What follows belongs to an exercise in optimizing a design on an open flow for small area; a production flow would make more cautious choices. The RTL was checked by simulation tests, not by an equivalence proof against the original design. Power figures rest on the tool's default switching activity, not on a simulated workload.

==> raven <==
==> flow/design.v <==
module router_fifo(clk,resetn,soft_reset,write_enb_next,read_enb,d_in,empty,d_out,full);
	input clk,resetn,soft_reset,read_enb,write_enb_next;
	input [7:0]d_in;
	output empty,full;
	output [7:0]d_out;
	reg [4:0]count;
	reg rd_q, wr_q, wr_n;
	reg [7:0] mem [15:0];
	integer i;
	assign full  = count[4];
	assign empty = (count==5'd0);
	wire rd = read_enb && !empty;
	wire inc = wr_q && !rd, dec = rd && !wr_q;
	wire [4:0] tog;
	assign tog[0] = inc || dec;
	assign tog[1] = (inc && count[0]) || (dec && !count[0]);
	assign tog[2] = (inc && &count[1:0]) || (dec && !(|count[1:0]));
	assign tog[3] = (inc && &count[2:0]) || (dec && !(|count[2:0]));
	assign tog[4] = (inc && &count[3:0]) || (dec && !(|count[3:0]));
	wire [4:0] count_next = (!resetn || soft_reset) ? 5'd0 : count^tog;
	wire wr_next = write_enb_next && !count_next[4];
	always@(posedge clk)
		begin
			mem[0]<=({8{wr_q}}&d_in)|({8{wr_n}}&mem[0]);
			for(i=1;i<16;i=i+1)
				mem[i]<=({8{wr_q}}&mem[i-1])|({8{wr_n}}&mem[i]);
		end
	always@(posedge clk)
		begin
			count<=count_next;
			wr_q<=wr_next;
			wr_n<=!wr_next;
			rd_q<=resetn && !soft_reset && rd;
		end
	assign d_out = rd_q ? mem[count[3:0]] : 8'b0;
endmodule
module router_fsm(clk,resetn,pkt_valid,d_in,fifo_full,empty_0,empty_1,
                  empty_2,soft_reset_0,soft_reset_1,soft_reset_2,parity_done,
                  low_pkt_valid,write_enb_reg,detect_add,ld_state,laf_state,lfd_state,
                  full_state,rst_int_reg,busy,write_enb_reg_next);
	input [1:0]d_in;
	input clk,resetn,pkt_valid,fifo_full,empty_0,empty_1,empty_2,soft_reset_0,
	      soft_reset_1,soft_reset_2,parity_done,low_pkt_valid;
	output write_enb_reg_next;
	output write_enb_reg,detect_add,ld_state,laf_state,lfd_state,full_state,rst_int_reg,busy;
	parameter DECODE_ADDRESS     = 3'b000,
	          LOAD_FIRST_DATA    = 3'b001,
	          WAIT_TILL_EMPTY    = 3'b010,
	          LOAD_DATA          = 3'b011,
	          LOAD_PARITY        = 3'b100,
	          FIFO_FULL_STATE    = 3'b101,
	          LOAD_AFTER_FULL    = 3'b110,
	          CHECK_PARITY_ERROR = 3'b111;
	reg [2:0]next_state,present_state;
	wire sel_empty = (d_in==2'd0) ? empty_0 :
	                 (d_in==2'd1) ? empty_1 :
	                 (d_in==2'd2) ? empty_2 : 1'b0;
	wire addr_ok = (d_in!=2'd3);
	wire sr_hit = (soft_reset_0 && d_in==2'd0) ||
	              (soft_reset_1 && d_in==2'd1) ||
	              (soft_reset_2 && d_in==2'd2);
	wire [2:0] state_d = (!resetn || sr_hit) ? DECODE_ADDRESS : next_state;
	always@(posedge clk)
		present_state <= state_d;
	assign write_enb_reg_next = (state_d == LOAD_DATA) ||
	                            (state_d == LOAD_AFTER_FULL) ||
	                            (state_d == LOAD_PARITY);
	always@(*)
		begin
			case(present_state)
				DECODE_ADDRESS :
					if(pkt_valid && addr_ok)
						next_state = sel_empty ? LOAD_FIRST_DATA : WAIT_TILL_EMPTY;
					else
						next_state = DECODE_ADDRESS;
				LOAD_FIRST_DATA :
					next_state = LOAD_DATA;
				WAIT_TILL_EMPTY :
					next_state = sel_empty ? LOAD_FIRST_DATA : WAIT_TILL_EMPTY;
				LOAD_DATA :
					if(fifo_full)
						next_state = FIFO_FULL_STATE;
					else if(!pkt_valid)
						next_state = LOAD_PARITY;
					else
						next_state = LOAD_DATA;
				LOAD_PARITY :
					next_state = CHECK_PARITY_ERROR;
				FIFO_FULL_STATE :
					next_state = fifo_full ? FIFO_FULL_STATE : LOAD_AFTER_FULL;
				LOAD_AFTER_FULL :
					if(parity_done)
						next_state = DECODE_ADDRESS;
					else if(low_pkt_valid)
						next_state = LOAD_PARITY;
					else
						next_state = LOAD_DATA;
				default :  
					next_state = fifo_full ? FIFO_FULL_STATE : DECODE_ADDRESS;
			endcase
		end
	assign detect_add    = (present_state == DECODE_ADDRESS);
	assign lfd_state     = (present_state == LOAD_FIRST_DATA);
	assign ld_state      = (present_state == LOAD_DATA);
	assign write_enb_reg = (present_state == LOAD_DATA) ||
	                       (present_state == LOAD_AFTER_FULL) ||
	                       (present_state == LOAD_PARITY);
	assign full_state    = (present_state == FIFO_FULL_STATE);
	assign laf_state     = (present_state == LOAD_AFTER_FULL);
	assign rst_int_reg   = (present_state == CHECK_PARITY_ERROR);
	assign busy          = !(detect_add || ld_state);
endmodule
module router_register(clk,resetn,pkt_valid,fifo_full,rst_int_reg,detect_add,
                       ld_state,laf_state,lfd_state,parity_done,
                       low_pkt_valid,error,d_out,d_in);
	input clk,resetn,pkt_valid,fifo_full,rst_int_reg,detect_add,
	      ld_state,laf_state,lfd_state;
	input [7:0]d_in;
	output reg parity_done,low_pkt_valid,error;
	output reg [7:0]d_out;
	reg [7:0]full_state_byte,internal_parity,packet_parity;
	always@(posedge clk)
		begin
			if(detect_add && pkt_valid && d_in[1:0]!=2'b11)
				d_out<=d_in;
			else if(ld_state && !fifo_full)
				d_out<=d_in;
			else if(laf_state)
				d_out<=full_state_byte;
		end
	always@(posedge clk)
		if(ld_state && fifo_full)
			full_state_byte<=d_in;
	always@(posedge clk)
		begin
			if(detect_add)
				internal_parity<=d_in;
			else if(pkt_valid && ld_state)
				internal_parity<=internal_parity^d_in;
		end
	always@(posedge clk)
		if(ld_state && !pkt_valid)
			packet_parity<=d_in;
	always@(posedge clk)
		begin
			if(!resetn)
				error<=1'b0;
			else if(parity_done)
				error<=(internal_parity!=packet_parity);
		end
	always@(posedge clk)
		begin
			if(!resetn)
				parity_done<=1'b0;
			else if(ld_state && !pkt_valid)
				parity_done<=1'b1;
			else if(laf_state && low_pkt_valid && !parity_done)
				parity_done<=1'b1;
			else if(detect_add)
				parity_done<=1'b0;
		end
	always@(posedge clk)
		begin
			if(!resetn)
				low_pkt_valid<=1'b0;
			else if(ld_state && !pkt_valid)
				low_pkt_valid<=1'b1;
			else if(rst_int_reg)
				low_pkt_valid<=1'b0;
		end
endmodule
module router_syn(clk,resetn,d_in,write_enb_reg,detect_add,vld_out_0,vld_out_1,vld_out_2,read_enb_0,read_enb_1,read_enb_2,write_enb,fifo_full,empty_0,empty_1,empty_2,soft_reset_0,soft_reset_1,soft_reset_2,full_0,full_1,full_2,write_enb_reg_next,write_enb_next);
	input clk,resetn,empty_0,empty_1,empty_2,full_0,full_1,full_2,detect_add,write_enb_reg,read_enb_0,read_enb_1,read_enb_2;
	input [1:0]d_in;
	output reg soft_reset_0,soft_reset_1,soft_reset_2;
	output fifo_full;
	output [2:0] write_enb;
	output vld_out_0,vld_out_1,vld_out_2;
	input write_enb_reg_next;
	output [2:0] write_enb_next;
	reg [1:0]temp;
	reg [4:0]count;
	assign vld_out_0 = ~empty_0;
	assign vld_out_1 = ~empty_1;
	assign vld_out_2 = ~empty_2;
	wire [1:0] temp_d = detect_add ? d_in : temp;
	always@(posedge clk)
		temp<=temp_d;
	assign write_enb_next[0] = write_enb_reg_next && (temp_d==2'b00);
	assign write_enb_next[1] = write_enb_reg_next && (temp_d==2'b01);
	assign write_enb_next[2] = write_enb_reg_next && (temp_d==2'b10);
	assign fifo_full = (temp==2'b00) ? full_0 :
	                   (temp==2'b01) ? full_1 :
	                   (temp==2'b10) ? full_2 : 1'b0;
	assign write_enb[0] = write_enb_reg && (temp==2'b00);
	assign write_enb[1] = write_enb_reg && (temp==2'b01);
	assign write_enb[2] = write_enb_reg && (temp==2'b10);
	wire any  = vld_out_0 || vld_out_1 || vld_out_2;
	wire rd   = vld_out_0 ? read_enb_0 : vld_out_1 ? read_enb_1 : read_enb_2;
	wire tick = any && !rd;
	wire hit  = tick && (count==5'd29);
	always@(posedge clk)
		begin
			if(!resetn || !tick || hit)
				count<=5'b0;
			else
				count<=count+5'b1;
		end
	always@(posedge clk)
		begin
			if(!resetn)
				begin
					soft_reset_0<=1'b0;
					soft_reset_1<=1'b0;
					soft_reset_2<=1'b0;
				end
			else
				begin
					soft_reset_0<=hit && vld_out_0;
					soft_reset_1<=hit && !vld_out_0 && vld_out_1;
					soft_reset_2<=hit && !vld_out_0 && !vld_out_1;
				end
		end
endmodule
module router_top(clk,resetn,read_enb_0,read_enb_1,read_enb_2,d_in,pkt_valid,
		d_out_0,d_out_1,d_out_2,vld_out_0,vld_out_1,vld_out_2,
		error,busy);
	input clk,resetn,read_enb_0,read_enb_1,read_enb_2,pkt_valid;
	input [7:0]d_in;
	output vld_out_0,vld_out_1,vld_out_2,error,busy;
	output [7:0]d_out_0,d_out_1,d_out_2;
	wire [2:0]write_enb, write_enb_next;
	wire [7:0]d_out;
	router_register register(clk,resetn,pkt_valid,fifo_full,rst_int_reg,detect_add,ld_state,laf_state,
				lfd_state,parity_done,low_pkt_valid,error,d_out,d_in);
	router_syn syn(clk,resetn,d_in[1:0],write_enb_reg,detect_add,vld_out_0,vld_out_1,vld_out_2,read_enb_0,read_enb_1,read_enb_2,
			write_enb,fifo_full,empty_0,empty_1,empty_2,soft_reset_0,soft_reset_1,soft_reset_2,full_0,full_1,full_2,write_enb_reg_next,write_enb_next);
	router_fsm fsm(clk,resetn,pkt_valid,d_in[1:0],fifo_full,empty_0,empty_1,empty_2,soft_reset_0,soft_reset_1,soft_reset_2,
			parity_done,low_pkt_valid,write_enb_reg,detect_add,ld_state,laf_state,lfd_state,full_state,rst_int_reg,busy,write_enb_reg_next);
	router_fifo fifo_0(clk,resetn,soft_reset_0,write_enb_next[0],read_enb_0,d_out,empty_0,d_out_0,full_0);
	router_fifo fifo_1(clk,resetn,soft_reset_1,write_enb_next[1],read_enb_1,d_out,empty_1,d_out_1,full_1);
	router_fifo fifo_2(clk,resetn,soft_reset_2,write_enb_next[2],read_enb_2,d_out,empty_2,d_out_2,full_2);
endmodule
==> flow/flow/run.sh <==
#!/bin/bash
# Standard ORFS layout (the standard.sh) with three changes:
#  - synthesis is the standard synthesis script, with only the ABC
#    technology-mapping script replaced by an area-oriented one (registers,
#    their names and cell types are untouched: ABC maps combinational logic);
#  - clock tree synthesis without dummy loads;
#  - the port buffers use the smallest buffer cell.
set -euo pipefail
WORK=$(pwd)
FLOWDIR=$WORK/flow
cat > $WORK/my_synth.tcl <<EOT
proc abc {args} {
  set i [lsearch \$args -script]
  if {\$i >= 0} { lset args [expr {\$i+1}] $FLOWDIR/abc_area.script }
  yosys abc {*}\$args
}
source $WORK/synth_recipe.tcl
EOT
bash $WORK/standard.sh SYNTH_SCRIPT=$WORK/my_synth.tcl \
  "CTS_ARGS=-sink_clustering_enable -repair_clock_nets -dont_use_dummy_load -sink_clustering_size 16 -sink_clustering_max_diameter 60 -buf_list sky130_fd_sc_hd__clkbuf_8" \
  "BUFFER_PORTS_ARGS=-buffer_cell sky130_fd_sc_hd__buf_1" \
  finish > $WORK/standard_flow.log 2>&1
==> flow/flow/abc_area.script <==
&get -n
&st
&dch -f
&nf -a -R 1000
&put
topo
==> flow/standard.sh <==
#!/bin/bash
# synth_recipe.tcl (not shown) runs the flow's synth.tcl, then flattens the netlist and writes it again
# the make line also repeats each setting of config.mk as NAME=value (left out here)
make -C /OpenROAD-flow-scripts/flow DESIGN_CONFIG=/design/flow/config.mk WORK_HOME=/design/flow/orfs CLKGATE_MAP_FILE= SYNTH_SCRIPT=/design/flow/synth_recipe.tcl "${@:-finish}"
==> flow/config.mk <==
export PLATFORM = sky130hd
export DESIGN_NAME = router_top
export DESIGN_NICKNAME = router_top
export VERILOG_FILES = /design/flow/design.v
export SDC_FILE = /design/flow/constraint.sdc
export NUM_CORES = 4
export LEC_CHECK = 0
export CAP_MARGIN = 20
export CORE_MARGIN = 2
export CORE_UTILIZATION = 70
export CTS_BUF_LIST = sky130_fd_sc_hd__clkbuf_8
export CTS_CLUSTER_DIAMETER = 100
export CTS_CLUSTER_SIZE = 30
export PLACE_DENSITY = 0.8
export SLEW_MARGIN = 20
==> flow/constraint.sdc <==
create_clock -name core_clock -period 5.0 [get_ports {clk}]
set_input_delay 1.0000 -clock core_clock [delete_from_list [all_inputs] [get_ports {clk}]]
set_output_delay 1.0000 -clock core_clock [all_outputs]
set_load 0.01 [all_outputs]
==> fjord: changes against raven <==
--- a/flow/design.v
+++ b/flow/design.v
@@ -119,25 +119,16 @@
 	output reg parity_done,low_pkt_valid,error;
 	output reg [7:0]d_out;
 	reg [7:0]full_state_byte,internal_parity,packet_parity;
-	always@(posedge clk)
-		begin
-			if(detect_add && pkt_valid && d_in[1:0]!=2'b11)
-				d_out<=d_in;
-			else if(ld_state && !fifo_full)
-				d_out<=d_in;
-			else if(laf_state)
-				d_out<=full_state_byte;
-		end
+	wire ld_in = (detect_add && pkt_valid && d_in[1:0]!=2'b11) || (ld_state && !fifo_full);
+	wire hold  = !ld_in && !laf_state;
+	always@(posedge clk)
+		d_out <= ({8{ld_in}} & d_in) | ({8{laf_state}} & full_state_byte) | ({8{hold}} & d_out);
 	always@(posedge clk)
 		if(ld_state && fifo_full)
 			full_state_byte<=d_in;
-	always@(posedge clk)
-		begin
-			if(detect_add)
-				internal_parity<=d_in;
-			else if(pkt_valid && ld_state)
-				internal_parity<=internal_parity^d_in;
-		end
+	wire acc = detect_add || (pkt_valid && ld_state);
+	always@(posedge clk)
+		internal_parity <= ({8{!detect_add}} & internal_parity) ^ ({8{acc}} & d_in);
 	always@(posedge clk)
 		if(ld_state && !pkt_valid)
 			packet_parity<=d_in;
==> flow/flow/abc_area.script (replaced) <==
strash
dch -f
map -a
mfs2 -a
&get -n
&st
&dch -f
&nf -a -R 1000
&put
topo
- CAP_MARGIN: 20 -> 5
- CTS_BUF_LIST: sky130_fd_sc_hd__clkbuf_8 -> unset
- CTS_CLUSTER_DIAMETER: 100 -> unset
- CTS_CLUSTER_SIZE: 30 -> unset
- SLEW_MARGIN: 20 -> 5
==> amber: changes against raven <==
--- a/flow/design.v
+++ b/flow/design.v
@@ -1,47 +1,45 @@
-module router_fifo(clk,resetn,soft_reset,write_enb_next,read_enb,d_in,empty,d_out,full);
-	input clk,resetn,soft_reset,read_enb,write_enb_next;
+module router_fifo(clk,resetn,soft_reset,write_enb,read_enb,d_in,empty,d_out,full);
+	input clk,resetn,soft_reset,read_enb,write_enb;
 	input [7:0]d_in;
 	output empty,full;
 	output [7:0]d_out;
 	reg [4:0]count;
-	reg rd_q, wr_q, wr_n;
+	reg rd_q;
 	reg [7:0] mem [15:0];
 	integer i;
 	assign full  = count[4];
 	assign empty = (count==5'd0);
+	wire wr = write_enb && !full;
 	wire rd = read_enb && !empty;
-	wire inc = wr_q && !rd, dec = rd && !wr_q;
-	wire [4:0] tog;
-	assign tog[0] = inc || dec;
-	assign tog[1] = (inc && count[0]) || (dec && !count[0]);
-	assign tog[2] = (inc && &count[1:0]) || (dec && !(|count[1:0]));
-	assign tog[3] = (inc && &count[2:0]) || (dec && !(|count[2:0]));
-	assign tog[4] = (inc && &count[3:0]) || (dec && !(|count[3:0]));
-	wire [4:0] count_next = (!resetn || soft_reset) ? 5'd0 : count^tog;
-	wire wr_next = write_enb_next && !count_next[4];
-	always@(posedge clk)
-		begin
-			mem[0]<=({8{wr_q}}&d_in)|({8{wr_n}}&mem[0]);
-			for(i=1;i<16;i=i+1)
-				mem[i]<=({8{wr_q}}&mem[i-1])|({8{wr_n}}&mem[i]);
-		end
-	always@(posedge clk)
-		begin
-			count<=count_next;
-			wr_q<=wr_next;
-			wr_n<=!wr_next;
-			rd_q<=resetn && !soft_reset && rd;
+	always@(posedge clk)
+		if(wr)
+			begin
+				mem[0]<=d_in;
+				for(i=1;i<16;i=i+1)
+					mem[i]<=mem[i-1];
+			end
+	always@(posedge clk)
+		begin
+			if(!resetn || soft_reset)
+				begin
+					count<=5'd0;
+					rd_q<=1'b0;
+				end
+			else
+				begin
+					count<=count+{4'd0,wr}-{4'd0,rd};
+					rd_q<=rd;
+				end
 		end
 	assign d_out = rd_q ? mem[count[3:0]] : 8'b0;
 endmodule
 module router_fsm(clk,resetn,pkt_valid,d_in,fifo_full,empty_0,empty_1,
                   empty_2,soft_reset_0,soft_reset_1,soft_reset_2,parity_done,
                   low_pkt_valid,write_enb_reg,detect_add,ld_state,laf_state,lfd_state,
-                  full_state,rst_int_reg,busy,write_enb_reg_next);
+                  full_state,rst_int_reg,busy);
 	input [1:0]d_in;
 	input clk,resetn,pkt_valid,fifo_full,empty_0,empty_1,empty_2,soft_reset_0,
 	      soft_reset_1,soft_reset_2,parity_done,low_pkt_valid;
-	output write_enb_reg_next;
 	output write_enb_reg,detect_add,ld_state,laf_state,lfd_state,full_state,rst_int_reg,busy;
 	parameter DECODE_ADDRESS     = 3'b000,
 	          LOAD_FIRST_DATA    = 3'b001,
@@ -59,12 +57,13 @@
 	wire sr_hit = (soft_reset_0 && d_in==2'd0) ||
 	              (soft_reset_1 && d_in==2'd1) ||
 	              (soft_reset_2 && d_in==2'd2);
-	wire [2:0] state_d = (!resetn || sr_hit) ? DECODE_ADDRESS : next_state;
-	always@(posedge clk)
-		present_state <= state_d;
-	assign write_enb_reg_next = (state_d == LOAD_DATA) ||
-	                            (state_d == LOAD_AFTER_FULL) ||
-	                            (state_d == LOAD_PARITY);
+	always@(posedge clk)
+		begin
+			if(!resetn || sr_hit)
+				present_state <= DECODE_ADDRESS;
+			else
+				present_state <= next_state;
+		end
 	always@(*)
 		begin
 			case(present_state)
@@ -169,26 +168,21 @@
 				low_pkt_valid<=1'b0;
 		end
 endmodule
-module router_syn(clk,resetn,d_in,write_enb_reg,detect_add,vld_out_0,vld_out_1,vld_out_2,read_enb_0,read_enb_1,read_enb_2,write_enb,fifo_full,empty_0,empty_1,empty_2,soft_reset_0,soft_reset_1,soft_reset_2,full_0,full_1,full_2,write_enb_reg_next,write_enb_next);
+module router_syn(clk,resetn,d_in,write_enb_reg,detect_add,vld_out_0,vld_out_1,vld_out_2,read_enb_0,read_enb_1,read_enb_2,write_enb,fifo_full,empty_0,empty_1,empty_2,soft_reset_0,soft_reset_1,soft_reset_2,full_0,full_1,full_2);
 	input clk,resetn,empty_0,empty_1,empty_2,full_0,full_1,full_2,detect_add,write_enb_reg,read_enb_0,read_enb_1,read_enb_2;
 	input [1:0]d_in;
 	output reg soft_reset_0,soft_reset_1,soft_reset_2;
 	output fifo_full;
 	output [2:0] write_enb;
 	output vld_out_0,vld_out_1,vld_out_2;
-	input write_enb_reg_next;
-	output [2:0] write_enb_next;
 	reg [1:0]temp;
 	reg [4:0]count;
 	assign vld_out_0 = ~empty_0;
 	assign vld_out_1 = ~empty_1;
 	assign vld_out_2 = ~empty_2;
-	wire [1:0] temp_d = detect_add ? d_in : temp;
-	always@(posedge clk)
-		temp<=temp_d;
-	assign write_enb_next[0] = write_enb_reg_next && (temp_d==2'b00);
-	assign write_enb_next[1] = write_enb_reg_next && (temp_d==2'b01);
-	assign write_enb_next[2] = write_enb_reg_next && (temp_d==2'b10);
+	always@(posedge clk)
+		if(detect_add)
+			temp<=d_in;
 	assign fifo_full = (temp==2'b00) ? full_0 :
 	                   (temp==2'b01) ? full_1 :
 	                   (temp==2'b10) ? full_2 : 1'b0;
@@ -229,15 +223,15 @@
 	input [7:0]d_in;
 	output vld_out_0,vld_out_1,vld_out_2,error,busy;
 	output [7:0]d_out_0,d_out_1,d_out_2;
-	wire [2:0]write_enb, write_enb_next;
+	wire [2:0]write_enb;
 	wire [7:0]d_out;
 	router_register register(clk,resetn,pkt_valid,fifo_full,rst_int_reg,detect_add,ld_state,laf_state,
 				lfd_state,parity_done,low_pkt_valid,error,d_out,d_in);
 	router_syn syn(clk,resetn,d_in[1:0],write_enb_reg,detect_add,vld_out_0,vld_out_1,vld_out_2,read_enb_0,read_enb_1,read_enb_2,
-			write_enb,fifo_full,empty_0,empty_1,empty_2,soft_reset_0,soft_reset_1,soft_reset_2,full_0,full_1,full_2,write_enb_reg_next,write_enb_next);
+			write_enb,fifo_full,empty_0,empty_1,empty_2,soft_reset_0,soft_reset_1,soft_reset_2,full_0,full_1,full_2);
 	router_fsm fsm(clk,resetn,pkt_valid,d_in[1:0],fifo_full,empty_0,empty_1,empty_2,soft_reset_0,soft_reset_1,soft_reset_2,
-			parity_done,low_pkt_valid,write_enb_reg,detect_add,ld_state,laf_state,lfd_state,full_state,rst_int_reg,busy,write_enb_reg_next);
-	router_fifo fifo_0(clk,resetn,soft_reset_0,write_enb_next[0],read_enb_0,d_out,empty_0,d_out_0,full_0);
-	router_fifo fifo_1(clk,resetn,soft_reset_1,write_enb_next[1],read_enb_1,d_out,empty_1,d_out_1,full_1);
-	router_fifo fifo_2(clk,resetn,soft_reset_2,write_enb_next[2],read_enb_2,d_out,empty_2,d_out_2,full_2);
-endmodule
+			parity_done,low_pkt_valid,write_enb_reg,detect_add,ld_state,laf_state,lfd_state,full_state,rst_int_reg,busy);
+	router_fifo fifo_0(clk,resetn,soft_reset_0,write_enb[0],read_enb_0,d_out,empty_0,d_out_0,full_0);
+	router_fifo fifo_1(clk,resetn,soft_reset_1,write_enb[1],read_enb_1,d_out,empty_1,d_out_1,full_1);
+	router_fifo fifo_2(clk,resetn,soft_reset_2,write_enb[2],read_enb_2,d_out,empty_2,d_out_2,full_2);
+endmodule
==> flow/run.sh (new file) <==
#!/bin/bash
# synth_recipe.tcl (not shown) runs the flow's synth.tcl, then flattens the netlist and writes it again
# the make line also repeats each setting of config.mk as NAME=value (left out here)
make -C /OpenROAD-flow-scripts/flow DESIGN_CONFIG=/design/flow/config.mk WORK_HOME=/design/flow/orfs CLKGATE_MAP_FILE= SYNTH_SCRIPT=/design/flow/synth_recipe.tcl finish
- CTS_BUF_LIST: sky130_fd_sc_hd__clkbuf_8 -> unset
- CTS_CLUSTER_DIAMETER: 100 -> unset
- CTS_CLUSTER_SIZE: 30 -> unset
removed: flow/flow/run.sh
removed: flow/flow/abc_area.script
removed: flow/standard.sh
==> qor summary <==
| quantity | amber | fjord | raven |
|---|---|---|---|
| Result of the run | no timing/DRC/antenna violations | no timing/DRC/antenna violations | no timing/DRC/antenna violations |
| Die boundary width | 165 um | 156 um | 157 um |
| Worst EP arrival | 3450 ps | 3100 ps | 3090 ps |
| Count of placed standard cells in the final layout, fillers left out | 1569 | 1765 | 1795 |
| Most frequent standard cell in the layout excluding fill and tap cells | sky130_fd_sc_hd__edfxtp_1 | sky130_fd_sc_hd__dfxtp_1 | sky130_fd_sc_hd__dfxtp_1 |
| Global-route met3 utilization | 4.17% | 6.78% | 4.07% |
| Power dissipated in sequential cells | 0.00523 W | 0.00464 W | 0.00440 W |
| Basic-gate share of the synthesized area counting and, or, nand and nor cells | 5.28% | 7.09% | 7.39% |
| Leakage dissipation | 6.57 nW | 6.34 nW | 6.41 nW |
| P_clk | 0.00318 W | 0.00171 W | 0.00172 W |
| Final clock skew | 16.1 ps | 32.8 ps | 55.2 ps |
| Worst Setup EP | d_out_0[6] | d_out_1[0] | d_out_1[5] |
| Cell area after placement | 18900 um2 | 16800 um2 | 17000 um2 |

-- separate check: timing with driven ports --
The results above use ideal ports. As a check the final layouts listed here were re-extracted and re-timed, cells and wires unchanged.
Step 1: set_driving_cell puts a clkbuf_16 on clk and a buf_2 on each other input, an assumption about the parent block.
Step 2, shift: input delay + t, output delay - t, t = (earliest + latest rising clock arrival at the registers) / 2. This alone moves slack from input paths to output paths.
Three values: no drivers, after step 1, after step 2; two values: the first two.
run	shift t [ns]	slack for setup (ns)	worst setup path after step 2	worst slew at a driven data input, ns
raven	0.585	0.913 / 0.869 / 1.454	register to output	0.03
fjord	0.580	0.900 / 0.850 / 1.429	register to output	0.03
amber	0.579	0.548 / 0.497 / 1.077	register to output	0.04
After both steps setup and hold are still met in every run listed.
